Source: an optimization exercise on an open RTL-to-GDS flow (aim: small area and a short achievable clock period). Production flows keep margins and buffers that such runs may drop.
Function was checked by simulation only, so behaviour that the tests miss may differ from the original.
No activity file was given, so power comes from the tool's default toggle rates.

**flow/config.mk**
```make
export PLATFORM = sky130hd
export DESIGN_NAME = ALU
export DESIGN_NICKNAME = ALU
export VERILOG_FILES = /design/flow/design.v
export SDC_FILE = /design/flow/constraint.sdc
export NUM_CORES = 4
export LEC_CHECK = 0
export CAP_MARGIN = 20
export CORE_MARGIN = 2
export CORE_UTILIZATION = 40
export SLEW_MARGIN = 20
export SYNTH_HIERARCHICAL = 1
export SYNTH_MINIMUM_KEEP_SIZE = 0
```
**flow/flow/run.sh**
```bash
#!/bin/bash
# Standard ORFS layout with two changes:
#  - after synthesis, every logic cell is swapped to the smallest cell of its family
#    (flow/downsize.tcl); registers keep the cells synthesis gave them
#  - the smallest buffer (buf_1) on every input and output port
set -euo pipefail
bash standard.sh synth > standard_synth.log 2>&1
export RESULTS=$(pwd)/orfs/results/${FLOW_PLATFORM}/ALU/base
KEEP_FANOUT=6 openroad -no_init -exit flow/downsize.tcl > downsize.log 2>&1
bash standard.sh BUFFER_PORTS_ARGS="-buffer_cell sky130_fd_sc_hd__buf_1" finish > standard_finish.log 2>&1
```
**flow/constraint.sdc**
```tcl
create_clock -name core_clock -period 110.0 [get_ports {CLK}]
set_input_delay 22.0000 -clock core_clock [delete_from_list [all_inputs] [get_ports {CLK}]]
set_output_delay 22.0000 -clock core_clock [all_outputs]
set_load 0.01 [all_outputs]
```
**flow/design.v**
```verilog
module ALU #(parameter Data_Width = 8) (
	input wire [Data_Width-1:0]     A, B,
	input wire [3:0]                ALU_FUN,
	input wire                      CLK, RST,
	input wire                      Enable,
	output reg [(2*Data_Width)-1:0] alu_out,
	output reg                      out_valid
);
	genvar i;
	wire       sub = ALU_FUN[0] | ALU_FUN[3];
	wire [7:0] bx  = B ^ {8{sub}};
	wire [7:0] as;
	wire fs1;
	wire fc2;
	alu_fa u_fa3 (.a(A[0]), .b(bx[0]), .c(sub), .s(fs1), .co(fc2));
	assign as[0] = fs1;
	wire fs4;
	wire fc5;
	alu_fa u_fa6 (.a(A[1]), .b(bx[1]), .c(fc2), .s(fs4), .co(fc5));
	assign as[1] = fs4;
	wire fs7;
	wire fc8;
	alu_fa u_fa9 (.a(A[2]), .b(bx[2]), .c(fc5), .s(fs7), .co(fc8));
	assign as[2] = fs7;
	wire fs10;
	wire fc11;
	alu_fa u_fa12 (.a(A[3]), .b(bx[3]), .c(fc8), .s(fs10), .co(fc11));
	assign as[3] = fs10;
	wire fs13;
	wire fc14;
	alu_fa u_fa15 (.a(A[4]), .b(bx[4]), .c(fc11), .s(fs13), .co(fc14));
	assign as[4] = fs13;
	wire fs16;
	wire fc17;
	alu_fa u_fa18 (.a(A[5]), .b(bx[5]), .c(fc14), .s(fs16), .co(fc17));
	assign as[5] = fs16;
	wire fs19;
	wire fc20;
	alu_fa u_fa21 (.a(A[6]), .b(bx[6]), .c(fc17), .s(fs19), .co(fc20));
	assign as[6] = fs19;
	wire fs22;
	wire fc23;
	alu_fa u_fa24 (.a(A[7]), .b(bx[7]), .c(fc20), .s(fs22), .co(fc23));
	assign as[7] = fs22;
	wire geq = fc23;           
	wire eq  = ~|as;          
	wire [15:0] prod;
	wire pp0_0 = A[0] & B[0];
	wire pp0_1 = A[1] & B[0];
	wire pp0_2 = A[2] & B[0];
	wire pp0_3 = A[3] & B[0];
	wire pp0_4 = A[4] & B[0];
	wire pp0_5 = A[5] & B[0];
	wire pp0_6 = A[6] & B[0];
	wire pp0_7 = A[7] & B[0];
	wire pp1_0 = A[0] & B[1];
	wire pp1_1 = A[1] & B[1];
	wire pp1_2 = A[2] & B[1];
	wire pp1_3 = A[3] & B[1];
	wire pp1_4 = A[4] & B[1];
	wire pp1_5 = A[5] & B[1];
	wire pp1_6 = A[6] & B[1];
	wire pp1_7 = A[7] & B[1];
	wire pp2_0 = A[0] & B[2];
	wire pp2_1 = A[1] & B[2];
	wire pp2_2 = A[2] & B[2];
	wire pp2_3 = A[3] & B[2];
	wire pp2_4 = A[4] & B[2];
	wire pp2_5 = A[5] & B[2];
	wire pp2_6 = A[6] & B[2];
	wire pp2_7 = A[7] & B[2];
	wire pp3_0 = A[0] & B[3];
	wire pp3_1 = A[1] & B[3];
	wire pp3_2 = A[2] & B[3];
	wire pp3_3 = A[3] & B[3];
	wire pp3_4 = A[4] & B[3];
	wire pp3_5 = A[5] & B[3];
	wire pp3_6 = A[6] & B[3];
	wire pp3_7 = A[7] & B[3];
	wire pp4_0 = A[0] & B[4];
	wire pp4_1 = A[1] & B[4];
	wire pp4_2 = A[2] & B[4];
	wire pp4_3 = A[3] & B[4];
	wire pp4_4 = A[4] & B[4];
	wire pp4_5 = A[5] & B[4];
	wire pp4_6 = A[6] & B[4];
	wire pp4_7 = A[7] & B[4];
	wire pp5_0 = A[0] & B[5];
	wire pp5_1 = A[1] & B[5];
	wire pp5_2 = A[2] & B[5];
	wire pp5_3 = A[3] & B[5];
	wire pp5_4 = A[4] & B[5];
	wire pp5_5 = A[5] & B[5];
	wire pp5_6 = A[6] & B[5];
	wire pp5_7 = A[7] & B[5];
	wire pp6_0 = A[0] & B[6];
	wire pp6_1 = A[1] & B[6];
	wire pp6_2 = A[2] & B[6];
	wire pp6_3 = A[3] & B[6];
	wire pp6_4 = A[4] & B[6];
	wire pp6_5 = A[5] & B[6];
	wire pp6_6 = A[6] & B[6];
	wire pp6_7 = A[7] & B[6];
	wire pp7_0 = A[0] & B[7];
	wire pp7_1 = A[1] & B[7];
	wire pp7_2 = A[2] & B[7];
	wire pp7_3 = A[3] & B[7];
	wire pp7_4 = A[4] & B[7];
	wire pp7_5 = A[5] & B[7];
	wire pp7_6 = A[6] & B[7];
	wire pp7_7 = A[7] & B[7];
	wire hs25;
	wire hc26;
	alu_ha u_ha27 (.a(pp0_6), .b(pp1_5), .s(hs25), .co(hc26));
	wire fs28;
	wire fc29;
	alu_fa u_fa30 (.a(pp0_7), .b(pp1_6), .c(pp2_5), .s(fs28), .co(fc29));
	wire hs31;
	wire hc32;
	alu_ha u_ha33 (.a(pp3_4), .b(pp4_3), .s(hs31), .co(hc32));
	wire fs34;
	wire fc35;
	alu_fa u_fa36 (.a(pp1_7), .b(pp2_6), .c(pp3_5), .s(fs34), .co(fc35));
	wire hs37;
	wire hc38;
	alu_ha u_ha39 (.a(pp4_4), .b(pp5_3), .s(hs37), .co(hc38));
	wire fs40;
	wire fc41;
	alu_fa u_fa42 (.a(pp2_7), .b(pp3_6), .c(pp4_5), .s(fs40), .co(fc41));
	wire hs43;
	wire hc44;
	alu_ha u_ha45 (.a(pp0_4), .b(pp1_3), .s(hs43), .co(hc44));
	wire fs46;
	wire fc47;
	alu_fa u_fa48 (.a(pp0_5), .b(pp1_4), .c(pp2_3), .s(fs46), .co(fc47));
	wire hs49;
	wire hc50;
	alu_ha u_ha51 (.a(pp3_2), .b(pp4_1), .s(hs49), .co(hc50));
	wire fs52;
	wire fc53;
	alu_fa u_fa54 (.a(hs25), .b(pp2_4), .c(pp3_3), .s(fs52), .co(fc53));
	wire fs55;
	wire fc56;
	alu_fa u_fa57 (.a(pp4_2), .b(pp5_1), .c(pp6_0), .s(fs55), .co(fc56));
	wire fs58;
	wire fc59;
	alu_fa u_fa60 (.a(hc26), .b(fs28), .c(hs31), .s(fs58), .co(fc59));
	wire fs61;
	wire fc62;
	alu_fa u_fa63 (.a(pp5_2), .b(pp6_1), .c(pp7_0), .s(fs61), .co(fc62));
	wire fs64;
	wire fc65;
	alu_fa u_fa66 (.a(fc29), .b(hc32), .c(fs34), .s(fs64), .co(fc65));
	wire fs67;
	wire fc68;
	alu_fa u_fa69 (.a(hs37), .b(pp6_2), .c(pp7_1), .s(fs67), .co(fc68));
	wire fs70;
	wire fc71;
	alu_fa u_fa72 (.a(fc35), .b(hc38), .c(fs40), .s(fs70), .co(fc71));
	wire fs73;
	wire fc74;
	alu_fa u_fa75 (.a(pp5_4), .b(pp6_3), .c(pp7_2), .s(fs73), .co(fc74));
	wire fs76;
	wire fc77;
	alu_fa u_fa78 (.a(fc41), .b(pp3_7), .c(pp4_6), .s(fs76), .co(fc77));
	wire fs79;
	wire fc80;
	alu_fa u_fa81 (.a(pp5_5), .b(pp6_4), .c(pp7_3), .s(fs79), .co(fc80));
	wire fs82;
	wire fc83;
	alu_fa u_fa84 (.a(pp4_7), .b(pp5_6), .c(pp6_5), .s(fs82), .co(fc83));
	wire hs85;
	wire hc86;
	alu_ha u_ha87 (.a(pp0_3), .b(pp1_2), .s(hs85), .co(hc86));
	wire fs88;
	wire fc89;
	alu_fa u_fa90 (.a(hs43), .b(pp2_2), .c(pp3_1), .s(fs88), .co(fc89));
	wire fs91;
	wire fc92;
	alu_fa u_fa93 (.a(hc44), .b(fs46), .c(hs49), .s(fs91), .co(fc92));
	wire fs94;
	wire fc95;
	alu_fa u_fa96 (.a(fc47), .b(hc50), .c(fs52), .s(fs94), .co(fc95));
	wire fs97;
	wire fc98;
	alu_fa u_fa99 (.a(fc53), .b(fc56), .c(fs58), .s(fs97), .co(fc98));
	wire fs100;
	wire fc101;
	alu_fa u_fa102 (.a(fc59), .b(fc62), .c(fs64), .s(fs100), .co(fc101));
	wire fs103;
	wire fc104;
	alu_fa u_fa105 (.a(fc65), .b(fc68), .c(fs70), .s(fs103), .co(fc104));
	wire fs106;
	wire fc107;
	alu_fa u_fa108 (.a(fc71), .b(fc74), .c(fs76), .s(fs106), .co(fc107));
	wire fs109;
	wire fc110;
	alu_fa u_fa111 (.a(fc77), .b(fc80), .c(fs82), .s(fs109), .co(fc110));
	wire fs112;
	wire fc113;
	alu_fa u_fa114 (.a(fc83), .b(pp5_7), .c(pp6_6), .s(fs112), .co(fc113));
	wire hs115;
	wire hc116;
	alu_ha u_ha117 (.a(pp0_2), .b(pp1_1), .s(hs115), .co(hc116));
	wire fs118;
	wire fc119;
	alu_fa u_fa120 (.a(hs85), .b(pp2_1), .c(pp3_0), .s(fs118), .co(fc119));
	wire fs121;
	wire fc122;
	alu_fa u_fa123 (.a(hc86), .b(fs88), .c(pp4_0), .s(fs121), .co(fc122));
	wire fs124;
	wire fc125;
	alu_fa u_fa126 (.a(fc89), .b(fs91), .c(pp5_0), .s(fs124), .co(fc125));
	wire fs127;
	wire fc128;
	alu_fa u_fa129 (.a(fc92), .b(fs94), .c(fs55), .s(fs127), .co(fc128));
	wire fs130;
	wire fc131;
	alu_fa u_fa132 (.a(fc95), .b(fs97), .c(fs61), .s(fs130), .co(fc131));
	wire fs133;
	wire fc134;
	alu_fa u_fa135 (.a(fc98), .b(fs100), .c(fs67), .s(fs133), .co(fc134));
	wire fs136;
	wire fc137;
	alu_fa u_fa138 (.a(fc101), .b(fs103), .c(fs73), .s(fs136), .co(fc137));
	wire fs139;
	wire fc140;
	alu_fa u_fa141 (.a(fc104), .b(fs106), .c(fs79), .s(fs139), .co(fc140));
	wire fs142;
	wire fc143;
	alu_fa u_fa144 (.a(fc107), .b(fs109), .c(pp7_4), .s(fs142), .co(fc143));
	wire fs145;
	wire fc146;
	alu_fa u_fa147 (.a(fc110), .b(fs112), .c(pp7_5), .s(fs145), .co(fc146));
	wire fs148;
	wire fc149;
	alu_fa u_fa150 (.a(fc113), .b(pp6_7), .c(pp7_6), .s(fs148), .co(fc149));
	assign prod[0] = pp0_0;
	wire hs151;
	wire hc152;
	alu_ha u_ha153 (.a(pp0_1), .b(pp1_0), .s(hs151), .co(hc152));
	assign prod[1] = hs151;
	wire fs154;
	wire fc155;
	alu_fa u_fa156 (.a(hs115), .b(pp2_0), .c(hc152), .s(fs154), .co(fc155));
	assign prod[2] = fs154;
	wire fs157;
	wire fc158;
	alu_fa u_fa159 (.a(hc116), .b(fs118), .c(fc155), .s(fs157), .co(fc158));
	assign prod[3] = fs157;
	wire fs160;
	wire fc161;
	alu_fa u_fa162 (.a(fc119), .b(fs121), .c(fc158), .s(fs160), .co(fc161));
	assign prod[4] = fs160;
	wire fs163;
	wire fc164;
	alu_fa u_fa165 (.a(fc122), .b(fs124), .c(fc161), .s(fs163), .co(fc164));
	assign prod[5] = fs163;
	wire fs166;
	wire fc167;
	alu_fa u_fa168 (.a(fc125), .b(fs127), .c(fc164), .s(fs166), .co(fc167));
	assign prod[6] = fs166;
	wire fs169;
	wire fc170;
	alu_fa u_fa171 (.a(fc128), .b(fs130), .c(fc167), .s(fs169), .co(fc170));
	assign prod[7] = fs169;
	wire fs172;
	wire fc173;
	alu_fa u_fa174 (.a(fc131), .b(fs133), .c(fc170), .s(fs172), .co(fc173));
	assign prod[8] = fs172;
	wire fs175;
	wire fc176;
	alu_fa u_fa177 (.a(fc134), .b(fs136), .c(fc173), .s(fs175), .co(fc176));
	assign prod[9] = fs175;
	wire fs178;
	wire fc179;
	alu_fa u_fa180 (.a(fc137), .b(fs139), .c(fc176), .s(fs178), .co(fc179));
	assign prod[10] = fs178;
	wire fs181;
	wire fc182;
	alu_fa u_fa183 (.a(fc140), .b(fs142), .c(fc179), .s(fs181), .co(fc182));
	assign prod[11] = fs181;
	wire fs184;
	wire fc185;
	alu_fa u_fa186 (.a(fc143), .b(fs145), .c(fc182), .s(fs184), .co(fc185));
	assign prod[12] = fs184;
	wire fs187;
	wire fc188;
	alu_fa u_fa189 (.a(fc146), .b(fs148), .c(fc185), .s(fs187), .co(fc188));
	assign prod[13] = fs187;
	wire fs190;
	wire fc191;
	alu_fa u_fa192 (.a(fc149), .b(pp7_7), .c(fc188), .s(fs190), .co(fc191));
	assign prod[14] = fs190;
	assign prod[15] = fc191;
	wire [8:0] bz;
	assign bz[8] = 1'b1;
	assign bz[7] = bz[8] & ~B[7];
	assign bz[6] = bz[7] & ~B[6];
	assign bz[5] = bz[6] & ~B[5];
	assign bz[4] = bz[5] & ~B[4];
	assign bz[3] = bz[4] & ~B[3];
	assign bz[2] = bz[3] & ~B[2];
	assign bz[1] = bz[2] & ~B[1];
	assign bz[0] = bz[1] & ~B[0];
	wire [7:0] nb = ~B;
	wire [7:0] q;
	wire r7_0;
	assign q[7] = bz[1] & (A[7] | nb[0]);
	assign r7_0 = A[7] & ~q[7];
	wire rc193;
	assign rc193 = A[6] | nb[0];
	wire hs194;
	wire hc195;
	alu_ha u_ha196 (.a(r7_0), .b(nb[1]), .s(hs194), .co(hc195));
	wire cn197;
	alu_aoi u_aoi198 (.a1(hs194), .a2(rc193), .b1(hc195), .y(cn197));
	wire es199;
	alu_xor u_xo200 (.a(hs194), .b(rc193), .y(es199));
	alu_nor2b u_qa201 (.a(cn197), .b_n(bz[2]), .y(q[6]));
	wire r6_202;
	assign r6_202 = ~(q[6] ? (A[6] ^ B[0]) : A[6]);
	wire r6_203;
	alu_muxi u_mx204 (.s(q[6]), .a1(es199), .a0(r7_0), .y(r6_203));
	wire rc205;
	assign rc205 = ~A[5] & B[0];
	wire hs206;
	wire hc207;
	alu_ha u_ha208 (.a(r6_202), .b(B[1]), .s(hs206), .co(hc207));
	wire cn209;
	alu_aoi u_aoi210 (.a1(hs206), .a2(rc205), .b1(hc207), .y(cn209));
	wire es211;
	alu_xor u_xo212 (.a(hs206), .b(rc205), .y(es211));
	wire ox213;
	wire oh214;
	alu_xor u_xo215 (.a(r6_203), .b(B[2]), .y(ox213));
	alu_nor u_no216 (.a(r6_203), .b(B[2]), .y(oh214));
	wire oc217;
	alu_aoi u_aoi218 (.a1(ox213), .a2(cn209), .b1(oh214), .y(oc217));
	wire os219;
	alu_xnor u_xn220 (.a(ox213), .b(cn209), .y(os219));
	alu_nor2b u_qa221 (.a(oc217), .b_n(bz[3]), .y(q[5]));
	wire r5_222;
	assign r5_222 = q[5] ? (A[5] ^ B[0]) : A[5];
	wire r5_223;
	alu_muxi u_mx224 (.s(q[5]), .a1(es211), .a0(r6_202), .y(r5_223));
	wire r5_225;
	alu_muxi u_mx226 (.s(q[5]), .a1(os219), .a0(r6_203), .y(r5_225));
	wire rc227;
	assign rc227 = A[4] | nb[0];
	wire hs228;
	wire hc229;
	alu_ha u_ha230 (.a(r5_222), .b(nb[1]), .s(hs228), .co(hc229));
	wire cn231;
	alu_aoi u_aoi232 (.a1(hs228), .a2(rc227), .b1(hc229), .y(cn231));
	wire es233;
	alu_xor u_xo234 (.a(hs228), .b(rc227), .y(es233));
	wire ox235;
	wire oh236;
	alu_xor u_xo237 (.a(r5_223), .b(nb[2]), .y(ox235));
	alu_nor u_no238 (.a(r5_223), .b(nb[2]), .y(oh236));
	wire oc239;
	alu_aoi u_aoi240 (.a1(ox235), .a2(cn231), .b1(oh236), .y(oc239));
	wire os241;
	alu_xnor u_xn242 (.a(ox235), .b(cn231), .y(os241));
	wire hs243;
	wire hc244;
	alu_ha u_ha245 (.a(r5_225), .b(nb[3]), .s(hs243), .co(hc244));
	wire cn246;
	alu_aoi u_aoi247 (.a1(hs243), .a2(oc239), .b1(hc244), .y(cn246));
	wire es248;
	alu_xor u_xo249 (.a(hs243), .b(oc239), .y(es248));
	alu_nor2b u_qa250 (.a(cn246), .b_n(bz[4]), .y(q[4]));
	wire r4_251;
	assign r4_251 = ~(q[4] ? (A[4] ^ B[0]) : A[4]);
	wire r4_252;
	alu_muxi u_mx253 (.s(q[4]), .a1(es233), .a0(r5_222), .y(r4_252));
	wire r4_254;
	alu_muxi u_mx255 (.s(q[4]), .a1(os241), .a0(r5_223), .y(r4_254));
	wire r4_256;
	alu_muxi u_mx257 (.s(q[4]), .a1(es248), .a0(r5_225), .y(r4_256));
	wire rc258;
	assign rc258 = ~A[3] & B[0];
	wire hs259;
	wire hc260;
	alu_ha u_ha261 (.a(r4_251), .b(B[1]), .s(hs259), .co(hc260));
	wire cn262;
	alu_aoi u_aoi263 (.a1(hs259), .a2(rc258), .b1(hc260), .y(cn262));
	wire es264;
	alu_xor u_xo265 (.a(hs259), .b(rc258), .y(es264));
	wire ox266;
	wire oh267;
	alu_xor u_xo268 (.a(r4_252), .b(B[2]), .y(ox266));
	alu_nor u_no269 (.a(r4_252), .b(B[2]), .y(oh267));
	wire oc270;
	alu_aoi u_aoi271 (.a1(ox266), .a2(cn262), .b1(oh267), .y(oc270));
	wire os272;
	alu_xnor u_xn273 (.a(ox266), .b(cn262), .y(os272));
	wire hs274;
	wire hc275;
	alu_ha u_ha276 (.a(r4_254), .b(B[3]), .s(hs274), .co(hc275));
	wire cn277;
	alu_aoi u_aoi278 (.a1(hs274), .a2(oc270), .b1(hc275), .y(cn277));
	wire es279;
	alu_xor u_xo280 (.a(hs274), .b(oc270), .y(es279));
	wire ox281;
	wire oh282;
	alu_xor u_xo283 (.a(r4_256), .b(B[4]), .y(ox281));
	alu_nor u_no284 (.a(r4_256), .b(B[4]), .y(oh282));
	wire oc285;
	alu_aoi u_aoi286 (.a1(ox281), .a2(cn277), .b1(oh282), .y(oc285));
	wire os287;
	alu_xnor u_xn288 (.a(ox281), .b(cn277), .y(os287));
	alu_nor2b u_qa289 (.a(oc285), .b_n(bz[5]), .y(q[3]));
	wire r3_290;
	assign r3_290 = q[3] ? (A[3] ^ B[0]) : A[3];
	wire r3_291;
	alu_muxi u_mx292 (.s(q[3]), .a1(es264), .a0(r4_251), .y(r3_291));
	wire r3_293;
	alu_muxi u_mx294 (.s(q[3]), .a1(os272), .a0(r4_252), .y(r3_293));
	wire r3_295;
	alu_muxi u_mx296 (.s(q[3]), .a1(es279), .a0(r4_254), .y(r3_295));
	wire r3_297;
	alu_muxi u_mx298 (.s(q[3]), .a1(os287), .a0(r4_256), .y(r3_297));
	wire rc299;
	assign rc299 = A[2] | nb[0];
	wire hs300;
	wire hc301;
	alu_ha u_ha302 (.a(r3_290), .b(nb[1]), .s(hs300), .co(hc301));
	wire cn303;
	alu_aoi u_aoi304 (.a1(hs300), .a2(rc299), .b1(hc301), .y(cn303));
	wire es305;
	alu_xor u_xo306 (.a(hs300), .b(rc299), .y(es305));
	wire ox307;
	wire oh308;
	alu_xor u_xo309 (.a(r3_291), .b(nb[2]), .y(ox307));
	alu_nor u_no310 (.a(r3_291), .b(nb[2]), .y(oh308));
	wire oc311;
	alu_aoi u_aoi312 (.a1(ox307), .a2(cn303), .b1(oh308), .y(oc311));
	wire os313;
	alu_xnor u_xn314 (.a(ox307), .b(cn303), .y(os313));
	wire hs315;
	wire hc316;
	alu_ha u_ha317 (.a(r3_293), .b(nb[3]), .s(hs315), .co(hc316));
	wire cn318;
	alu_aoi u_aoi319 (.a1(hs315), .a2(oc311), .b1(hc316), .y(cn318));
	wire es320;
	alu_xor u_xo321 (.a(hs315), .b(oc311), .y(es320));
	wire ox322;
	wire oh323;
	alu_xor u_xo324 (.a(r3_295), .b(nb[4]), .y(ox322));
	alu_nor u_no325 (.a(r3_295), .b(nb[4]), .y(oh323));
	wire oc326;
	alu_aoi u_aoi327 (.a1(ox322), .a2(cn318), .b1(oh323), .y(oc326));
	wire os328;
	alu_xnor u_xn329 (.a(ox322), .b(cn318), .y(os328));
	wire hs330;
	wire hc331;
	alu_ha u_ha332 (.a(r3_297), .b(nb[5]), .s(hs330), .co(hc331));
	wire cn333;
	alu_aoi u_aoi334 (.a1(hs330), .a2(oc326), .b1(hc331), .y(cn333));
	wire es335;
	alu_xor u_xo336 (.a(hs330), .b(oc326), .y(es335));
	alu_nor2b u_qa337 (.a(cn333), .b_n(bz[6]), .y(q[2]));
	wire r2_338;
	assign r2_338 = ~(q[2] ? (A[2] ^ B[0]) : A[2]);
	wire r2_339;
	alu_muxi u_mx340 (.s(q[2]), .a1(es305), .a0(r3_290), .y(r2_339));
	wire r2_341;
	alu_muxi u_mx342 (.s(q[2]), .a1(os313), .a0(r3_291), .y(r2_341));
	wire r2_343;
	alu_muxi u_mx344 (.s(q[2]), .a1(es320), .a0(r3_293), .y(r2_343));
	wire r2_345;
	alu_muxi u_mx346 (.s(q[2]), .a1(os328), .a0(r3_295), .y(r2_345));
	wire r2_347;
	alu_muxi u_mx348 (.s(q[2]), .a1(es335), .a0(r3_297), .y(r2_347));
	wire rc349;
	assign rc349 = ~A[1] & B[0];
	wire hs350;
	wire hc351;
	alu_ha u_ha352 (.a(r2_338), .b(B[1]), .s(hs350), .co(hc351));
	wire cn353;
	alu_aoi u_aoi354 (.a1(hs350), .a2(rc349), .b1(hc351), .y(cn353));
	wire es355;
	alu_xor u_xo356 (.a(hs350), .b(rc349), .y(es355));
	wire ox357;
	wire oh358;
	alu_xor u_xo359 (.a(r2_339), .b(B[2]), .y(ox357));
	alu_nor u_no360 (.a(r2_339), .b(B[2]), .y(oh358));
	wire oc361;
	alu_aoi u_aoi362 (.a1(ox357), .a2(cn353), .b1(oh358), .y(oc361));
	wire os363;
	alu_xnor u_xn364 (.a(ox357), .b(cn353), .y(os363));
	wire hs365;
	wire hc366;
	alu_ha u_ha367 (.a(r2_341), .b(B[3]), .s(hs365), .co(hc366));
	wire cn368;
	alu_aoi u_aoi369 (.a1(hs365), .a2(oc361), .b1(hc366), .y(cn368));
	wire es370;
	alu_xor u_xo371 (.a(hs365), .b(oc361), .y(es370));
	wire ox372;
	wire oh373;
	alu_xor u_xo374 (.a(r2_343), .b(B[4]), .y(ox372));
	alu_nor u_no375 (.a(r2_343), .b(B[4]), .y(oh373));
	wire oc376;
	alu_aoi u_aoi377 (.a1(ox372), .a2(cn368), .b1(oh373), .y(oc376));
	wire os378;
	alu_xnor u_xn379 (.a(ox372), .b(cn368), .y(os378));
	wire hs380;
	wire hc381;
	alu_ha u_ha382 (.a(r2_345), .b(B[5]), .s(hs380), .co(hc381));
	wire cn383;
	alu_aoi u_aoi384 (.a1(hs380), .a2(oc376), .b1(hc381), .y(cn383));
	wire es385;
	alu_xor u_xo386 (.a(hs380), .b(oc376), .y(es385));
	wire ox387;
	wire oh388;
	alu_xor u_xo389 (.a(r2_347), .b(B[6]), .y(ox387));
	alu_nor u_no390 (.a(r2_347), .b(B[6]), .y(oh388));
	wire oc391;
	alu_aoi u_aoi392 (.a1(ox387), .a2(cn383), .b1(oh388), .y(oc391));
	wire os393;
	alu_xnor u_xn394 (.a(ox387), .b(cn383), .y(os393));
	alu_nor2b u_qa395 (.a(oc391), .b_n(bz[7]), .y(q[1]));
	wire r1_396;
	assign r1_396 = q[1] ? (A[1] ^ B[0]) : A[1];
	wire r1_397;
	alu_muxi u_mx398 (.s(q[1]), .a1(es355), .a0(r2_338), .y(r1_397));
	wire r1_399;
	alu_muxi u_mx400 (.s(q[1]), .a1(os363), .a0(r2_339), .y(r1_399));
	wire r1_401;
	alu_muxi u_mx402 (.s(q[1]), .a1(es370), .a0(r2_341), .y(r1_401));
	wire r1_403;
	alu_muxi u_mx404 (.s(q[1]), .a1(os378), .a0(r2_343), .y(r1_403));
	wire r1_405;
	alu_muxi u_mx406 (.s(q[1]), .a1(es385), .a0(r2_345), .y(r1_405));
	wire r1_407;
	alu_muxi u_mx408 (.s(q[1]), .a1(os393), .a0(r2_347), .y(r1_407));
	wire rc409;
	assign rc409 = A[0] | nb[0];
	wire hs410;
	wire hc411;
	alu_ha u_ha412 (.a(r1_396), .b(nb[1]), .s(hs410), .co(hc411));
	wire cn413;
	alu_aoi u_aoi414 (.a1(hs410), .a2(rc409), .b1(hc411), .y(cn413));
	wire ox415;
	wire oh416;
	alu_xor u_xo417 (.a(r1_397), .b(nb[2]), .y(ox415));
	alu_nor u_no418 (.a(r1_397), .b(nb[2]), .y(oh416));
	wire oc419;
	alu_aoi u_aoi420 (.a1(ox415), .a2(cn413), .b1(oh416), .y(oc419));
	wire hs421;
	wire hc422;
	alu_ha u_ha423 (.a(r1_399), .b(nb[3]), .s(hs421), .co(hc422));
	wire cn424;
	alu_aoi u_aoi425 (.a1(hs421), .a2(oc419), .b1(hc422), .y(cn424));
	wire ox426;
	wire oh427;
	alu_xor u_xo428 (.a(r1_401), .b(nb[4]), .y(ox426));
	alu_nor u_no429 (.a(r1_401), .b(nb[4]), .y(oh427));
	wire oc430;
	alu_aoi u_aoi431 (.a1(ox426), .a2(cn424), .b1(oh427), .y(oc430));
	wire hs432;
	wire hc433;
	alu_ha u_ha434 (.a(r1_403), .b(nb[5]), .s(hs432), .co(hc433));
	wire cn435;
	alu_aoi u_aoi436 (.a1(hs432), .a2(oc430), .b1(hc433), .y(cn435));
	wire ox437;
	wire oh438;
	alu_xor u_xo439 (.a(r1_405), .b(nb[6]), .y(ox437));
	alu_nor u_no440 (.a(r1_405), .b(nb[6]), .y(oh438));
	wire oc441;
	alu_aoi u_aoi442 (.a1(ox437), .a2(cn435), .b1(oh438), .y(oc441));
	wire hs443;
	wire hc444;
	alu_ha u_ha445 (.a(r1_407), .b(nb[7]), .s(hs443), .co(hc444));
	wire cn446;
	alu_aoi u_aoi447 (.a1(hs443), .a2(oc441), .b1(hc444), .y(cn446));
	assign q[0] = ~cn446;
	wire bnz = ~bz[0];
	wire [3:0] F = ALU_FUN;
	wire e = Enable;
	wire sADD = e & (F == 4'h0);
	wire sSUB = e & (F == 4'h1);
	wire sAS  = e & (F[3:1] == 3'b000);
	wire sMUL = e & (F == 4'h2);
	wire sDIV = e & (F == 4'h3) & bnz;
	wire sSHR = e & (F == 4'hD);
	wire sSHL = e & (F == 4'hE);
	wire sHI  = e & ((F == 4'h6) | (F == 4'h7) | (F == 4'h9));
	wire t3  = e & ((F == 4'h4) | (F == 4'h5) | (F == 4'h9));
	wire t12 = e & ((F == 4'h5) | (F == 4'h6) | (F == 4'h8));
	wire t0  = e & ((F == 4'h6) | (F == 4'h7) | (F == 4'h9));
	wire [7:0] lo;
	wire [8:0] ar = {1'b0, A};
	wire [8:0] al = {A, 1'b0};
	generate for (i = 0; i < 8; i = i + 1) begin : g_lo
		alu_lobit u_lo (.a(A[i]), .b(B[i]), .s(as[i]), .p(prod[i]), .q(q[i]), .r(ar[i+1]), .l(al[i]),
			.t3(t3), .t12(t12), .t0(t0), .sas(sAS), .smul(sMUL), .sdiv(sDIV), .sshr(sSHR), .sshl(sSHL),
			.o(lo[i]));
	end endgenerate
	wire [7:0] hi = (prod[15:8] & {8{sMUL}}) | {8{sHI}} | {8{sSUB & ~geq}}
	              | {7'd0, (sADD & geq) | (sSHL & A[7])};
	wire c0 = e & (((F == 4'hA) & eq) | ((F == 4'hC) & ~geq));
	wire c1 = e & (((F == 4'hB) & geq & ~eq) | ((F == 4'hC) & ~geq));
	wire [15:0] res = {hi, lo[7:2], lo[1] | c1, lo[0] | c0};
	wire        vld = e & (F != 4'hF);
	always @(posedge CLK or negedge RST) begin
		if (!RST) begin
			alu_out   <= 16'd0;
			out_valid <= 1'b0;
		end else begin
			alu_out   <= res;
			out_valid <= vld;
		end
	end
endmodule
module alu_fa (input wire a, b, c, output wire s, co);
	assign s  = a ^ b ^ c;
	assign co = (a & b) | (c & (a ^ b));
endmodule
module alu_ha (input wire a, b, output wire s, co);
	assign s  = a ^ b;
	assign co = a & b;
endmodule
module alu_nor (input wire a, b, output wire y);
	assign y = ~(a | b);
endmodule
module alu_aoi (input wire a1, a2, b1, output wire y);
	assign y = ~((a1 & a2) | b1);
endmodule
module alu_xor (input wire a, b, output wire y);
	assign y = a ^ b;
endmodule
module alu_xnor (input wire a, b, output wire y);
	assign y = ~(a ^ b);
endmodule
module alu_and2 (input wire a, b, output wire y);
	assign y = a & b;
endmodule
module alu_muxi (input wire s, a1, a0, output wire y);
	assign y = ~(s ? a1 : a0);
endmodule
module alu_nand (input wire a, b, output wire y);
	assign y = ~(a & b);
endmodule
module alu_nor2b (input wire a, b_n, output wire y);
	assign y = ~a & b_n;
endmodule
module alu_lobit (input wire a, b, s, p, q, r, l, t3, t12, t0, sas, smul, sdiv, sshr, sshl,
                  output wire o);
	wire lu = b ? (a ? t3 : t12) : (a ? t12 : t0);
	assign o = lu | (s & sas) | (p & smul) | (q & sdiv) | (r & sshr) | (l & sshl);
endmodule
```
**flow/flow/downsize.tcl**
```tcl
# Swap every non-register cell of the synthesized netlist to the smallest cell of its family
# (same function and pins, lowest drive strength), except cells driving KEEP_FANOUT or
# more loads. Timing has a wide margin at this clock
# period; the resizer's repair_design later fixes any slew or capacitance violation.
read_db $::env(RESULTS)/1_synth.odb
set db [ord::get_db]
set fam [dict create]
foreach lib [$db getLibs] {
  foreach m [$lib getMasters] {
    set n [$m getName]
    if {![regexp {^(sky130_fd_sc_hd__[a-z0-9]+)_([0-9]+)$} $n -> base sz]} { continue }
    if {[string match *lpflow* $n] || [string match *probe* $n]} { continue }
    set a [expr {[$m getWidth] * [$m getHeight]}]
    if {![dict exists $fam $base]} {
      dict set fam $base [list $m $a $sz]
    } else {
      lassign [dict get $fam $base] bm ba bsz
      if {$a < $ba || ($a == $ba && $sz > $bsz)} { dict set fam $base [list $m $a $sz] }
    }
  }
}
set swapped 0
foreach inst [[ord::get_db_block] getInsts] {
  set m [$inst getMaster]
  set n [$m getName]
  if {[$m isSequential]} { continue }
  if {![regexp {^(sky130_fd_sc_hd__[a-z0-9]+)_([0-9]+)$} $n -> base sz]} { continue }
  if {![dict exists $fam $base]} { continue }
  # keep the drive strength synthesis chose for cells driving many loads
  set fo 0
  foreach it [$inst getITerms] {
    if {[$it isOutputSignal] && [$it getNet] ne "NULL"} {
      set fo [expr {max($fo, [llength [[$it getNet] getITerms]] - 1)}]
    }
  }
  if {$fo >= $::env(KEEP_FANOUT)} { continue }
  set best [lindex [dict get $fam $base] 0]
  if {[$best getName] ne $n} {
    if {[$inst swapMaster $best]} { incr swapped }
  }
}
puts "downsize: swapped $swapped instances"
write_db $::env(RESULTS)/1_synth.odb
```
**flow/standard.sh**
```bash
#!/bin/bash
# synth_recipe.tcl (not shown) runs the flow's synth.tcl, then flattens the netlist and writes it again
# the make line also repeats each setting of config.mk as NAME=value (left out here)
make -C /OpenROAD-flow-scripts/flow DESIGN_CONFIG=/design/flow/config.mk WORK_HOME=/design/flow/orfs CLKGATE_MAP_FILE= SYNTH_SCRIPT=/design/flow/synth_recipe.tcl "${@:-finish}"
```
==> results of run 1 <==
[critical path, delay by kind of cell]
family,cells,cell delay [ps]
simple gates,15,3130
compound gates,37,5930
buf+inv,3,430
fa+ha+maj,7,2150
[cell usage in the layout, fill, tap and decap left out, drive strengths merged, types with 4 or more instances in the layout]
| cell | count |
|---|---|
| nor2 | 65 |
| fa | 56 |
| buf | 44 |
| ha | 36 |
| xor2 | 32 |
| a21oi | 31 |
| mux2i | 22 |
| xnor2 | 17 |
| and2 | 17 |
| dfrtp | 17 |
| nand2 | 15 |
| inv | 14 |
| nor3b | 9 |
| nand3 | 9 |
| a221oi | 8 |
| a222oi | 8 |
| nand4 | 8 |
| clkinv | 8 |
| a21o | 7 |
| nor3 | 7 |
| nor2b | 7 |
| nor4 | 4 |
| clkbuf | 4 |
[worst paths after layout]
check	slack [ps]	to	start
min	21670	alu_out[2]$_DFF_PN0_	RST
max in group asynchronous	88020	alu_out[10]$_DFF_PN0_	RST
min in group core_clock	22090	out_valid$_DFF_PN0_	Enable
max	76470	alu_out[0]$_DFF_PN0_	B[6]
[stage by stage]
stage	area, um^2	hold WS (ps)
finish	4410	21670
global placement	4370	22170
floorplan	4040	21700
detailed placement	4370	22180
CTS	4410	21900
global route	4410	21710
[metal layers]
layer	global-route usage [%]	routed length [um]	up-vias
met5	0	0	-
met4	4.73	121	0
met3	2.32	585	14
met2	36.7	5340	99
met1	27.0	4600	1688
li1	-	-	1572
[power groups by stage]
| stage | registers, mW | clock network, mW | logic, mW |
|---|---|---|---|
| 2_1_floorplan | 0.00751 | 0 | 0.0210 |
| 3_3_place_gp | 0.00714 | 0 | 0.0281 |
| 3_5_place_dp | 0.00714 | 0 | 0.0292 |
| 4_1_cts | 0.00702 | 0.00499 | 0.0294 |
| 5_1_grt | 0.00707 | 0.00522 | 0.0331 |
| 6_report | 0.00701 | 0.00486 | 0.0289 |
[state kept, by name (all words and copies together) (netlist names)]
register / flops
alu_out: 16
out_valid: 1
[layout make-up]
type	count	share of cell area (%)
Multi-Input combinational cell	383	79.4
Sequential cell	17	9.64
Timing Repair Buffer	45	4.37
Tap cell	133	3.77
Inverter	21	1.79
Clock buffer	3	0.936
Clock inverter	1	0.113
==> metrics.csv, run 1 <==
stage,metric,value,unit
status,outcome,timing/DRC/antenna clean,
cts,postcts setup bufs,0,
final_layout,share of cells above drive strength 1,5.74,%
drt,initial drt markers,205,
setup_path,slowest CP cell,or3_1,
drt,DRC viols,0,
timing,Setup Total Neg Slack,0,ps
cts,# H-tree levels,1,
power_and_ir_drop,clock network power share,11.9,%
floorplan,core area,0.00977,mm^2
drt,Routed Antenna Nets,0,
global_routing,first-pass GRT wire length,18200,um
power_and_ir_drop,Comb pwr share,70.9,%
timing,Tcrit/Tclk final,30.5,%
cts,Clock Path Buffers,2,
cts,cts hold-fix bufs,0,
placement,Port Buffer Count,39,
global_routing,largest net degree at the start of global routing,22,
setup_path,"Data required, critical path",110130,ps
timing,Final min period,33530,ps
final_layout,Util after Layout,45.1,%
placement,Detail Placement HPWL,8500,um
drt,wire per inst,17.7,um
flow_run,# Max-Cap Violations,0,
power_and_ir_drop,switching power,0.0189,mW
setup_path,kind of critical path,primary input to flip-flop,
power_and_ir_drop,sw frac,46.3,%
placement,# placed instances,599,
global_routing,antenna violations before repair,0,
timing,fin worst setup slack,76470,ps
logic_synthesis,synth warn,7,
setup_path,crit-path max FO,11,
timing,Worst Tran Pin Value,1210,ps
cts,"Clk pin slew, worst setup/hold paths",80,ps
floorplan,Initial Utilization,41.3,%
power_and_ir_drop,LEAKAGE,1.90,nW
drt,via/cell ratio,5.59,
power_and_ir_drop,maximum VDD drop,4.90,uV
placement,Placer Congestion,0.871,
setup_path,CP Launch Type,primary input,
power_and_ir_drop,Pwr Density,9.24,mW/mm^2
timing,"Slew Viols, Final",0,
final_layout,ant diodes,0,
cts,CTS Buf Count,3,
global_routing,GRT Resource Usage Total,20.7,%
timing,RSZ-0062 raised after global routing,false,
global_routing,gr ovfl total,0,
timing,# setup viols final,0,
global_routing,vias in the first global route,3607,
power_and_ir_drop,Flop pwr share,17.2,%
timing,f_max,0.0298,GHz
final_layout,register area,425,um^2
timing,Final Hold Fails,0,
drt,Pre-Repair DR Iteration Count,5,
hold_path,Hold Path Class,primary input to asynchronous set/reset pin,
logic_synthesis,synthesized area,0.00404,mm^2
floorplan,Die Y,104,um
final_layout,area delta synth->final,9.26,%
final_layout,fillers,971,
cts,Sink Count,17,
logic_synthesis,Cells after Synth,425,
drt,Vias,3373,
power_and_ir_drop,Tot Pwr,0.0408,mW
floorplan,num rows,36,
setup_path,CP Capture Type,flip-flop,
cts,CTS tree,built,
placement,pre-CTS setup slack,76200,ps
logic_synthesis,Syn Area/Cell,9.50,um^2
floorplan,Die W,104,um
setup_path,most frequent CP cell,a21oi_1,
final_layout,fin cells,603,
timing,worst rel slew slack,18.5,%
final_layout,multi-input gate area in the final layout,0.00350,mm^2
power_and_ir_drop,Pint,0.0219,mW
floorplan,I/O pins,40,
setup_path,Worst Path Arrival,33660,ps
floorplan,die area,0.0109,mm^2
drt,Routed WL,10600,um
final_layout,NumNets Final,586,
setup_path,critical path's largest stage delay,560,ps
cts,cts repair resizes,0,
cts,CTS Root Buffer Type,clkbuf_8,
==> inputs of run 2 (changes only) <==
--- a/flow/flow/run.sh
+++ b/flow/flow/run.sh
@@ -8,3 +8,3 @@
 export RESULTS=$(pwd)/orfs/results/${FLOW_PLATFORM}/ALU/base
-KEEP_FANOUT=6 openroad -no_init -exit flow/downsize.tcl > downsize.log 2>&1
+openroad -no_init -exit flow/downsize.tcl > downsize.log 2>&1
 bash standard.sh BUFFER_PORTS_ARGS="-buffer_cell sky130_fd_sc_hd__buf_1" finish > standard_finish.log 2>&1
--- a/flow/flow/downsize.tcl
+++ b/flow/flow/downsize.tcl
@@ -1,4 +1,3 @@
 # Swap every non-register cell of the synthesized netlist to the smallest cell of its family
-# (same function and pins, lowest drive strength), except cells driving KEEP_FANOUT or
-# more loads. Timing has a wide margin at this clock
+# (same function and pins, lowest drive strength). Timing has a wide margin at this clock
 # period; the resizer's repair_design later fixes any slew or capacitance violation.
@@ -28,10 +27,2 @@
   if {![dict exists $fam $base]} { continue }
-  # keep the drive strength synthesis chose for cells driving many loads
-  set fo 0
-  foreach it [$inst getITerms] {
-    if {[$it isOutputSignal] && [$it getNet] ne "NULL"} {
-      set fo [expr {max($fo, [llength [[$it getNet] getITerms]] - 1)}]
-    }
-  }
-  if {$fo >= $::env(KEEP_FANOUT)} { continue }
   set best [lindex [dict get $fam $base] 0]
==> metrics.csv, run 2 <==
stage,metric,value,unit,change
setup_path,CP Launch Type,primary input,,
drt,DRC viols,0,,unchanged
cts,postcts setup bufs,0,,unchanged
setup_path,CP Capture Type,flip-flop,,
timing,Tcrit/Tclk final,31.5,%,+0.98 points
global_routing,largest net degree at the start of global routing,22,,unchanged
final_layout,share of cells above drive strength 1,6.36,%,+0.61 points
cts,"Clk pin slew, worst setup/hold paths",80,ps,about the same
final_layout,"commonest non-fill, non-tap cells in the layout","65 x nor2_1, 56 x fa_1, 38 x buf_1",,
timing,Setup Total Neg Slack,0,ps,unchanged
placement,Port Buffer Count,39,,unchanged
power_and_ir_drop,Tot Pwr,0.0408,mW,about the same
setup_path,slowest CP cell,nor2b_1,,
cts,CTS Root Buffer Type,clkbuf_8,,
drt,Pre-Repair DR Iteration Count,7,,+2
drt,initial drt markers,222,,+8.3%
logic_synthesis,Cells after Synth,425,,unchanged
global_routing,vias in the first global route,3455,,-4.2%
final_layout,"most common cell after layout, fill and taps aside",nor2_1,,
power_and_ir_drop,Pwr Density,9.33,mW/mm^2,+0.96%
final_layout,area delta synth->final,10.5,%,
power_and_ir_drop,LEAKAGE,1.87,nW,-1.1%
final_layout,ant diodes,0,,unchanged
cts,Sink Count,17,,unchanged
global_routing,first-pass GRT wire length,17200,um,-5.6%
setup_path,crit-path max FO,11,,unchanged
timing,worst rel slew slack,29.2,%,+11 points
cts,cts hold-fix bufs,0,,unchanged
timing,# setup viols final,0,,unchanged
floorplan,Initial Utilization,40.8,%,-0.49 points
drt,via/cell ratio,5.62,,+0.56%
setup_path,Critical path origin,B[6],,
timing,Final Hold Fails,0,,unchanged
global_routing,GRT Resource Usage Total,20.8,%,+0.075 points
final_layout,max FFs per register,16,,unchanged
floorplan,Die Y,103,um,-1.0%
floorplan,I/O pins,40,,unchanged
cts,# H-tree levels,1,,unchanged
flow_run,# Max-Cap Violations,0,,unchanged
final_layout,Top Registers,"alu_out: 16 flops, out_valid: 1 flops",,
cts,Clock Path Buffers,2,,unchanged
setup_path,critical path's largest stage delay,720,ps,+160 ps
cts,cts repair resizes,0,,unchanged
placement,Detail Placement HPWL,8160,um,-4.1%
cts,CTS Buf Count,3,,unchanged
floorplan,core area,0.00968,mm^2,-0.92%
setup_path,"Data required, critical path",110140,ps,about the same
final_layout,"Most flops, register",alu_out,,
drt,wire per inst,17.2,um,-2.3%
final_layout,fillers,963,,-0.82%
global_routing,gr ovfl total,0,,unchanged
floorplan,Die W,103,um,-1.0%
setup_path,Worst Path Arrival,34740,ps,+1080 ps
setup_path,most frequent CP cell,a21oi_1,,
timing,Final min period,34600,ps,+1070 ps
power_and_ir_drop,maximum VDD drop,4.89,uV,-0.32%
final_layout,NumNets Final,588,,+0.34%
floorplan,die area,0.0107,mm^2,-2.0%
logic_synthesis,Syn Area/Cell,9.30,um^2,-2.1%
timing,f_max,0.0289,GHz,-3.1%
global_routing,antenna violations before repair,0,,unchanged
timing,"Slew Viols, Final",0,,unchanged
logic_synthesis,synth warn,7,,unchanged
drt,Vias,3403,,+0.89%
logic_synthesis,synthesized area,0.00395,mm^2,-2.1%
drt,Routed Antenna Nets,0,,unchanged
floorplan,num rows,36,,unchanged
hold_path,Hold Path Class,primary input to asynchronous set/reset pin,,
cts,CTS tree,built,,
setup_path,kind of critical path,primary input to flip-flop,,
timing,Hold WS,21670,ps,-0.200 ps
placement,Placer Congestion,0.849,,-2.5%
timing,RSZ-0062 raised after global routing,false,,
status,outcome,timing/DRC/antenna clean,,
timing,Worst Tran Pin Value,1050,ps,-159 ps
drt,Routed WL,10400,um,-2.0%
-- run 2: path summary, 6_finish.rpt --
check,to,slack [ps],cells after the start
min,alu_out[2]$_DFF_PN0_,21670,1
max in group asynchronous,alu_out[10]$_DFF_PN0_,88010,1
max,alu_out[0]$_DFF_PN0_,75400,57
min in group core_clock,out_valid$_DFF_PN0_,22090,2
-- run 2: stage by stage --
stage | utilization (%) | setup WS (ps) | area, um^2 | std cells
3_3_place_gp | 44.6 | 75790 | 4320 | 601
4_1_cts | 45.1 | 75530 | 4360 | 605
6_report | 45.1 | 75400 | 4370 | 605
2_1_floorplan | - | 77460 | 3960 | 426
5_1_grt | 45.1 | 74030 | 4370 | 605
3_5_place_dp | 44.6 | 75270 | 4320 | 601
-- run 2: routing by layer --
metal / vias to the layer above / track usage, % / wire (um)
met5: - / 0 / 0
met4: 0 / 4.05 / 146
met3: 14 / 2.28 / 543
met2: 106 / 36.7 / 5110
met1: 1704 / 27.7 / 4630
li1: 1579 / - / -
-- run 2: area by class of cell --
cell class | count | area, um^2 | share of cell area (%)
inverter | 21 | 78.8 | 1.80
tap | 133 | 166 | 3.81
multi-input combinational | 383 | 3450 | 78.8
clock buffer | 3 | 41.3 | 0.945
sequential | 17 | 425 | 9.73
clock inverter | 1 | 5.00 | 0.115
timing repair buffer | 47 | 208 | 4.75
-- run 2: worst max-delay path: cells and delay by family --
kind,cells,cell delay [ps]
compound gates,35,5320
simple gates,11,4470
fa+ha+maj,6,1920
mux,1,420
buf+inv,3,400
xor+xnor,1,160
-- run 2: report_power, final --
part	switching (mW)	total, mW	leakage (nW)	internal (mW)
registers	0.000153	0.00702	0.226	0.00687
logic	0.0163	0.0288	1.62	0.0125
clock network	0.00246	0.00498	0.0255	0.00252
total	0.0189	0.0408	1.87	0.0219
==> inputs of run 3 (changes only) <==
==> flow/flow/run.sh (replaced) <==
#!/bin/bash
# Standard ORFS layout with three changes:
#  - after synthesis, every logic cell is swapped to the smallest cell of its family
#    (flow/downsize.tcl); registers keep the cells synthesis gave them
#  - the smallest buffer (buf_1) on every input and output port
#  - after placement, repair_timing with a setup margin (flow/repair.tcl) speeds up the
#    slowest paths again
set -euo pipefail
export RESULTS=$(pwd)/orfs/results/${FLOW_PLATFORM}/ALU/base
export MARGIN=$(cat flow/margin.txt)
bash standard.sh synth > standard_synth.log 2>&1
openroad -no_init -exit flow/downsize.tcl > downsize.log 2>&1
bash standard.sh BUFFER_PORTS_ARGS="-buffer_cell sky130_fd_sc_hd__buf_1" place > standard_place.log 2>&1
openroad -no_init -exit flow/repair.tcl > repair.log 2>&1
bash standard.sh BUFFER_PORTS_ARGS="-buffer_cell sky130_fd_sc_hd__buf_1" finish > standard_finish.log 2>&1
==> flow/flow/margin.txt (new file) <==
80
==> flow/flow/repair.tcl (new file) <==
# Tighten the slowest paths: resize/buffer until every path has MARGIN ns of setup slack
# (or no move helps), at the design's own clock and constraints.
read_liberty $::env(FLOW_HOME)/platforms/sky130hd/lib/sky130_fd_sc_hd__tt_025C_1v80.lib
read_db $::env(RESULTS)/3_place.odb
read_sdc $::env(RESULTS)/3_place.sdc
source $::env(FLOW_HOME)/platforms/sky130hd/setRC.tcl
estimate_parasitics -placement
report_wns
report_design_area
repair_timing -setup -setup_margin $::env(MARGIN) -skip_last_gasp -sequence sizeup,swap
report_wns
report_design_area
detailed_place
check_placement
write_db $::env(RESULTS)/3_place.odb
==> metrics.csv, run 3 <==
stage,metric,value,unit,change
cts,CTS Buf Count,3,,unchanged
drt,via/cell ratio,5.76,,+2.4%
final_layout,area delta synth->final,21.0,%,
placement,Port Buffer Count,39,,unchanged
placement,Placer Congestion,0.849,,unchanged
timing,worst rel slew slack,29.4,%,+0.24 points
placement,Detail Placement HPWL,8160,um,unchanged
final_layout,ant diodes,0,,unchanged
cts,cts hold-fix bufs,0,,unchanged
cts,# H-tree levels,1,,unchanged
hold_path,Hold Path Class,primary input to asynchronous set/reset pin,,
power_and_ir_drop,Comb pwr share,72.7,%,+2.1 points
timing,Tcrit/Tclk final,29.0,%,-2.5 points
final_layout,max FFs per register,16,,unchanged
timing,Worst Tran Pin Value,1050,ps,-3.57 ps
power_and_ir_drop,sw frac,46.8,%,+0.46 points
setup_path,most frequent CP cell,a21oi_2,,
drt,Pre-Repair DR Iteration Count,7,,unchanged
setup_path,CP Capture Point,alu_out[0]$_DFF_PN0_,,
floorplan,Die W,103,um,unchanged
final_layout,share of cells above drive strength 1,18.6,%,+12 points
flow_run,# Max-Cap Violations,0,,unchanged
placement,placed cell area,0.00432,mm^2,unchanged
power_and_ir_drop,switching power,0.0204,mW,+8.3%
final_layout,fin cells,605,,unchanged
global_routing,GRT Resource Usage Total,22.1,%,+1.4 points
floorplan,num rows,36,,unchanged
cts,postcts setup bufs,0,,unchanged
logic_synthesis,Cells after Synth,425,,unchanged
setup_path,Critical path origin,B[5],,
power_and_ir_drop,maximum VDD drop,4.92,uV,+0.75%
timing,# setup viols final,0,,unchanged
final_layout,"commonest non-fill, non-tap cells in the layout","63 x nor2_1, 56 x fa_1, 35 x buf_1",,
setup_path,crit-path max FO,9,,-2
cts,CTS tree,built,,
timing,Setup Total Neg Slack,0,ps,unchanged
cts,Clock Path Buffers,2,,unchanged
final_layout,NumNets Final,588,,unchanged
floorplan,Die Y,103,um,unchanged
power_and_ir_drop,clock network power share,11.2,%,-1.0 points
placement,pre-CTS setup slack,75270,ps,unchanged
global_routing,vias in the first global route,3601,,+4.2%
final_layout,Top Registers,"alu_out: 16 flops, out_valid: 1 flops",,
drt,Routed Antenna Nets,0,,unchanged
power_and_ir_drop,Tot Pwr,0.0437,mW,+7.2%
global_routing,first-pass GRT wire length,18300,um,+6.3%
logic_synthesis,synth warn,7,,unchanged
logic_synthesis,Syn Area/Cell,9.30,um^2,unchanged
global_routing,largest net degree at the start of global routing,22,,unchanged
power_and_ir_drop,LEAKAGE,1.95,nW,+3.8%
setup_path,slowest CP cell,or3_4,,
floorplan,die area,0.0107,mm^2,unchanged
timing,"Slew Viols, Final",0,,unchanged
cts,cts repair resizes,0,,unchanged
power_and_ir_drop,Pint,0.0233,mW,+6.3%
global_routing,antenna violations before repair,0,,unchanged
setup_path,"Data required, critical path",110140,ps,about the same
final_layout,"Most flops, register",alu_out,,
timing,Final Hold Fails,0,,unchanged
status,outcome,timing/DRC/antenna clean,,
placement,# placed instances,601,,unchanged
setup_path,CP Capture Type,flip-flop,,
floorplan,I/O pins,40,,unchanged
final_layout,"most common cell after layout, fill and taps aside",nor2_1,,
drt,initial drt markers,240,,+8.1%
setup_path,CP Launch Type,primary input,,
floorplan,core area,0.00968,mm^2,unchanged
drt,DRC viols,0,,unchanged
timing,fin worst setup slack,78140,ps,+2740 ps
drt,Vias,3486,,+2.4%
drt,Routed WL,11000,um,+5.0%
setup_path,kind of critical path,primary input to flip-flop,,
timing,RSZ-0062 raised after global routing,false,,
setup_path,critical path's largest stage delay,430,ps,-290 ps
setup_path,Worst Path Arrival,32000,ps,-2740 ps
cts,Sink Count,17,,unchanged
floorplan,Initial Utilization,40.8,%,unchanged
power_and_ir_drop,Pwr Density,9.14,mW/mm^2,-2.0%
timing,f_max,0.0314,GHz,+8.6%
timing,Final min period,31860,ps,-2740 ps
logic_synthesis,synthesized area,0.00395,mm^2,unchanged
global_routing,gr ovfl total,0,,unchanged
power_and_ir_drop,Flop pwr share,16.0,%,-1.2 points
cts,CTS Root Buffer Type,clkbuf_8,,
final_layout,Finished Cell Area,0.00478,mm^2,+9.4%
drt,wire per inst,18.1,um,+5.0%
cts,"Clk pin slew, worst setup/hold paths",80,ps,about the same
==> run 3: area by class of cell <==
class,count,area [um^2]
sequential,17,425
timing repair buffer,47,226
tap,133,166
fill,918,4900
clock buffer,3,41.3
clock inverter,1,5.00
inverter,21,82.6
multi-input combinational,383,3840
==> run 3: critical path: cells and delay by family <==
kind,cells,cell delay [ps]
adder cells (fa/ha/maj),7,1680
AO/OA/AOI/OAI,37,4840
AND/OR/NAND/NOR,15,3160
buffers and inverters,3,260
==> run 3: how the worst min path moves through the flow <==
stage                     from                    to  slack, ps  cells past startpoint
after global placement     RST  alu_out[2]$_DFF_PN0_      22170                      1
after detailed placement   RST  alu_out[2]$_DFF_PN0_      22190                      1
after CTS                  RST  alu_out[2]$_DFF_PN0_      21900                      1
final                      RST  alu_out[2]$_DFF_PN0_      21670                      1
after global routing       RST  alu_out[2]$_DFF_PN0_      21700                      1
after floorplan            RST  alu_out[0]$_DFF_PN0_      21700                      0
==> run 3: power by group through the flow <==
stage,sequential [mW],clock [mW],combinational [mW]
detailed placement,0.00715,0,0.0288
floorplan,0.00751,0,0.0206
CTS,0.00703,0.00516,0.0321
global route,0.00711,0.00541,0.0362
finish,0.00702,0.00491,0.0318
global placement,0.00714,0,0.0282
==> run 3: layer usage <==
layer | part of all wire (%) | wire length (um) | GRT usage [%] | vias to the layer above
met2 | 51 | 5560 | 39.4 | 137
met1 | 42 | 4570 | 29.9 | 1753
li1 | - | - | - | 1579
met5 | 0 | 0 | 0 | -
met3 | 6.2 | 678 | 1.88 | 17
met4 | 1.3 | 143 | 3.74 | 0
==> run 3: through the flow <==
step | hold WS [ps] | util (%)
after global placement | 22170 | 44.6
after global routing | 21700 | 49.4
after CTS | 21900 | 49.3
final | 21670 | 49.4
after floorplan | 21700 | -
after detailed placement | 22190 | 44.6
==> inputs of run 4 (changes only) <==
==> flow/flow/margin.txt (replaced) <==
77
==> metrics.csv, run 4 <==
stage,metric,value,unit,change
status,outcome,timing/DRC/antenna clean,,
power_and_ir_drop,Tot Pwr,0.0411,mW,-6.1%
setup_path,"Data required, critical path",110140,ps,about the same
timing,# setup viols final,0,,unchanged
power_and_ir_drop,sw frac,46.4,%,-0.40 points
cts,postcts setup bufs,0,,unchanged
power_and_ir_drop,switching power,0.0190,mW,-6.9%
placement,Port Buffer Count,39,,unchanged
setup_path,slowest CP cell,or3_4,,
floorplan,I/O pins,40,,unchanged
setup_path,Worst Path Arrival,32910,ps,+910 ps
setup_path,kind of critical path,primary input to flip-flop,,
global_routing,first-pass GRT wire length,17400,um,-5.0%
floorplan,Die W,103,um,unchanged
placement,# placed instances,601,,unchanged
power_and_ir_drop,Flop pwr share,17.1,%,+1.1 points
setup_path,most frequent CP cell,a21oi_1,,
power_and_ir_drop,maximum VDD drop,4.99,uV,+1.4%
drt,via/cell ratio,5.59,,-3.0%
flow_run,# Max-Cap Violations,0,,unchanged
timing,worst rel slew slack,30.3,%,+0.93 points
final_layout,Util after Layout,45.7,%,-3.7 points
setup_path,critical path's largest stage delay,490,ps,+60 ps
drt,DRC viols,0,,unchanged
global_routing,vias in the first global route,3449,,-4.2%
setup_path,CP Launch Type,primary input,,
final_layout,max FFs per register,16,,unchanged
setup_path,cell class contributing the biggest share of worst-path delay,compound AO/OA/AOI/OAI gates,,
cts,cts hold-fix bufs,0,,unchanged
logic_synthesis,synth warn,7,,unchanged
timing,Tcrit/Tclk final,29.8,%,+0.82 points
final_layout,ant diodes,0,,unchanged
final_layout,NumNets Final,588,,unchanged
final_layout,fin cells,605,,unchanged
logic_synthesis,Syn Area/Cell,9.30,um^2,unchanged
placement,placed cell area,0.00432,mm^2,unchanged
global_routing,gr ovfl total,0,,unchanged
drt,initial drt markers,224,,-6.7%
cts,cts repair resizes,0,,unchanged
power_and_ir_drop,clock network power share,12.0,%,+0.8 points
placement,Detail Placement HPWL,8160,um,unchanged
power_and_ir_drop,Pint,0.0220,mW,-5.4%
timing,RSZ-0062 raised after global routing,false,,
timing,Final Hold Fails,0,,unchanged
placement,Placer Congestion,0.849,,unchanged
cts,Sink Count,17,,unchanged
drt,Pre-Repair DR Iteration Count,7,,unchanged
cts,# H-tree levels,1,,unchanged
timing,Setup Total Neg Slack,0,ps,unchanged
placement,pre-CTS setup slack,75270,ps,unchanged
final_layout,Finished Cell Area,0.00443,mm^2,-7.5%
cts,Clock Path Buffers,2,,unchanged
setup_path,crit-path max FO,9,,unchanged
drt,Routed Antenna Nets,0,,unchanged
final_layout,"Most flops, register",alu_out,,
final_layout,Top Registers,"alu_out: 16 flops, out_valid: 1 flops",,
logic_synthesis,Cells after Synth,425,,unchanged
cts,CTS tree,built,,
cts,CTS Root Buffer Type,clkbuf_8,,
setup_path,CP Capture Type,flip-flop,,
power_and_ir_drop,LEAKAGE,1.89,nW,-2.8%
floorplan,num rows,36,,unchanged
floorplan,Initial Utilization,40.8,%,unchanged
final_layout,share of cells above drive strength 1,8.47,%,-10 points
timing,Worst Tran Pin Value,1040,ps,-13.9 ps
timing,Hold WS,21670,ps,+0.500 ps
drt,Vias,3382,,-3.0%
cts,"Clk pin slew, worst setup/hold paths",80,ps,about the same
drt,Routed WL,10500,um,-4.5%
floorplan,die area,0.0107,mm^2,unchanged
power_and_ir_drop,Pwr Density,9.28,mW/mm^2,+1.5%
setup_path,Buf/Inv on CP,3,,unchanged
floorplan,core area,0.00968,mm^2,unchanged
logic_synthesis,synthesized area,0.00395,mm^2,unchanged
global_routing,GRT Resource Usage Total,21.0,%,-1.2 points
timing,"Slew Viols, Final",0,,unchanged
drt,wire per inst,17.3,um,-4.5%
power_and_ir_drop,Comb pwr share,70.9,%,-1.8 points
final_layout,"commonest non-fill, non-tap cells in the layout","65 x nor2_1, 56 x fa_1, 37 x buf_1",,
final_layout,area delta synth->final,11.9,%,
hold_path,Hold Path Class,primary input to asynchronous set/reset pin,,
global_routing,antenna violations before repair,0,,unchanged
global_routing,largest net degree at the start of global routing,22,,unchanged
floorplan,Die Y,103,um,unchanged
final_layout,"most common cell after layout, fill and taps aside",nor2_1,,
cts,CTS Buf Count,3,,unchanged
timing,f_max,0.0305,GHz,-2.8%
timing,fin worst setup slack,77230,ps,-907 ps
timing,Final min period,32770,ps,+907 ps
run 4: layout make-up:
class	instances	area (um^2)
clock buffers	3	41.3
fillers	958	5260
inverters	21	78.8
flip-flops and latches	17	425
multi-input cells	383	3500
repair buffers	47	209
clock inverters	1	5.00
well taps	133	166
run 4: final timing paths:
check / to / slack (ps) / cells past startpoint / start
max: alu_out[0]$_DFF_PN0_ / 77230 / 62 / B[5]
min: alu_out[2]$_DFF_PN0_ / 21670 / 1 / RST
max in group asynchronous: alu_out[10]$_DFF_PN0_ / 88010 / 1 / RST
min in group core_clock: out_valid$_DFF_PN0_ / 22090 / 2 / Enable
run 4: routing by layer:
metal,wire (um),global-route usage [%],vias to the layer above
li1,-,-,1580
met1,4660,28.5,1672
met2,5110,37.0,117
met3,537,1.88,13
met4,156,3.44,0
met5,0,0,-
run 4: power groups by stage:
| stage | sequential, mW | clock (mW) | combinational (mW) |
|---|---|---|---|
| after floorplan | 0.00751 | 0 | 0.0206 |
| after global placement | 0.00714 | 0 | 0.0282 |
| after detailed placement | 0.00715 | 0 | 0.0288 |
| after CTS | 0.00703 | 0.00516 | 0.0293 |
| after global routing | 0.00711 | 0.00541 | 0.0334 |
| final | 0.00702 | 0.00494 | 0.0291 |
==> inputs of run 5 (changes only) <==
--- a/flow/config.mk
+++ b/flow/config.mk
@@ -9,3 +9,4 @@
 export CORE_MARGIN = 2
-export CORE_UTILIZATION = 40
+export CORE_UTILIZATION = 55
+export CTS_BUF_LIST = sky130_fd_sc_hd__clkbuf_4
 export SLEW_MARGIN = 20
==> metrics.csv, run 5 <==
stage,metric,value,unit,change
status,outcome,timing/DRC/antenna clean,,
final_layout,area delta synth->final,10.5,%,
final_layout,NumNets Final,590,,+0.34%
global_routing,gr ovfl total,0,,unchanged
cts,Clock Path Buffers,2,,unchanged
timing,"Slew Viols, Final",0,,unchanged
logic_synthesis,synthesized area,0.00395,mm^2,unchanged
timing,# setup viols final,0,,unchanged
placement,Port Buffer Count,39,,unchanged
timing,Hold WS,21520,ps,-151 ps
floorplan,I/O pins,40,,unchanged
drt,Vias,3366,,-0.47%
power_and_ir_drop,Pwr Density,8.98,mW/mm^2,-3.2%
floorplan,num rows,30,,-17%
timing,Worst Tran Pin Value,1050,ps,+14.2 ps
drt,initial drt markers,183,,-18%
cts,CTS tree,built,,
floorplan,Die W,88.8,um,-14%
timing,f_max,0.0305,GHz,-0.16%
cts,Sink Count,17,,unchanged
floorplan,die area,0.00788,mm^2,-26%
timing,Final Hold Fails,0,,unchanged
setup_path,Worst Path Arrival,33020,ps,+110 ps
global_routing,first-pass GRT wire length,17200,um,-0.79%
logic_synthesis,synth warn,7,,unchanged
placement,Placer Congestion,0.867,,+2.1%
floorplan,Initial Utilization,57.6,%,+17 points
drt,Pre-Repair DR Iteration Count,5,,-2
global_routing,antenna violations before repair,0,,unchanged
drt,wire per inst,18.1,um,+4.9%
floorplan,core area,0.00687,mm^2,-29%
timing,Final min period,32820,ps,+53.9 ps
timing,Setup Total Neg Slack,0,ps,unchanged
setup_path,"Data required, critical path",110190,ps,+50 ps
timing,RSZ-0062 raised after global routing,false,,
drt,via/cell ratio,5.91,,+5.6%
cts,cts hold-fix bufs,0,,unchanged
timing,Tcrit/Tclk final,29.8,%,+0.049 points
cts,cts repair resizes,0,,unchanged
cts,postcts setup bufs,0,,unchanged
final_layout,"Most flops, register",alu_out,,
final_layout,Util after Layout,63.6,%,+18 points
global_routing,GRT Resource Usage Total,28.5,%,+7.5 points
setup_path,CP Capture Type,flip-flop,,
global_routing,largest net degree at the start of global routing,22,,unchanged
final_layout,fillers,632,,-34%
cts,"Clk pin slew, worst setup/hold paths",120,ps,+40 ps
drt,DRC viols,0,,unchanged
final_layout,share of cells above drive strength 1,8.44,%,-0.036 points
final_layout,"commonest non-fill, non-tap cells in the layout","65 x nor2_1, 56 x fa_1, 37 x buf_1",,
setup_path,kind of critical path,primary input to flip-flop,,
placement,# placed instances,565,,-6.0%
setup_path,most frequent CP cell,a21oi_1,,
hold_path,Hold Path Class,primary input to asynchronous set/reset pin,,
timing,worst rel slew slack,29.4,%,-0.96 points
cts,CTS Root Buffer Type,clkbuf_4,,
final_layout,ant diodes,0,,unchanged
cts,# H-tree levels,1,,unchanged
power_and_ir_drop,maximum VDD drop,6.15,uV,+23%
floorplan,Die Y,88.8,um,-14%
global_routing,vias in the first global route,3486,,+1.1%
logic_synthesis,Syn Area/Cell,9.30,um^2,unchanged
setup_path,CP Launch Type,primary input,,
setup_path,critical path's largest stage delay,460,ps,-30 ps
placement,Detail Placement HPWL,8090,um,-0.77%
setup_path,slowest CP cell,or3_4,,
final_layout,Top Registers,"alu_out: 16 flops, out_valid: 1 flops",,
final_layout,"most common cell after layout, fill and taps aside",nor2_1,,
power_and_ir_drop,LEAKAGE,1.89,nW,about the same
setup_path,crit-path max FO,9,,unchanged
drt,Routed Antenna Nets,0,,unchanged
cts,CTS Buf Count,3,,unchanged
drt,Routed WL,10300,um,-1.1%
logic_synthesis,Cells after Synth,425,,unchanged
flow_run,# Max-Cap Violations,0,,unchanged
final_layout,fin cells,570,,-5.8%
final_layout,max FFs per register,16,,unchanged
-- run 5: path summary, 6_finish.rpt --
path | from | endpoint | slack [ps] | cells after the start
min in group core_clock | Enable | out_valid$_DFF_PN0_ | 22030 | 2
worst min-delay path | RST | alu_out[3]$_DFF_PN0_ | 21520 | 1
max in group asynchronous | RST | alu_out[11]$_DFF_PN0_ | 88070 | 2
worst max-delay path | B[7] | alu_out[0]$_DFF_PN0_ | 77180 | 62
-- run 5: critical path, delay by kind of cell --
kind,cells,cell delay (ps)
AND/OR/NAND/NOR,15,2450
AO/OA/AOI/OAI,37,5930
buffers and inverters,3,430
adder cells (fa/ha/maj),7,2200
-- run 5: where the power goes --
| part | leakage [nW] | switching (mW) | internal [mW] |
|---|---|---|---|
| logic | 1.65 | 0.0161 | 0.0124 |
| clock network | 0.0177 | 0.00236 | 0.00136 |
| registers | 0.226 | 0.000142 | 0.00686 |
-- run 5: per-stage QoR --
stage | power (mW) | setup slack (ps) | area (um^2)
after global routing | 0.0439 | 76150 | 4370
after CTS | 0.0397 | 77340 | 4360
after detailed placement | 0.0355 | 75350 | 4270
final | 0.0392 | 77180 | 4370
after floorplan | 0.0281 | 77460 | 3960
after global placement | 0.0348 | 75780 | 4270
-- run 5: area by class of cell --
| class | instances | area, um^2 | area share [%] |
|---|---|---|---|
| Clock buffer | 3 | 22.5 | 0.515 |
| Clock inverter | 1 | 5.00 | 0.115 |
| Inverter | 21 | 82.6 | 1.89 |
| Multi-Input combinational cell | 383 | 3490 | 79.8 |
| Sequential cell | 17 | 425 | 9.74 |
| Tap cell | 96 | 120 | 2.75 |
| Timing Repair Buffer | 49 | 228 | 5.21 |
-- run 5: routing by layer --
metal / GRT usage [%] / part of all wire [%] / wire [um] / vias up
met3: 4.01 / 4.7 / 482 / 11
met4: 5.37 / 1.4 / 140 / 0
met2: 49.1 / 50 / 5150 / 106
met5: 0 / 0 / 0 / -
met1: 38.5 / 44 / 4570 / 1666
li1: - / - / - / 1583

Check on run 5: ideal ports give 77.178 ns setup slack; a clkbuf_16 on the clock port and buf_2 on the inputs give 77.184 ns; moving port delays by the midpoint clock arrival (0.330 ns) as well gives 76.855 ns.
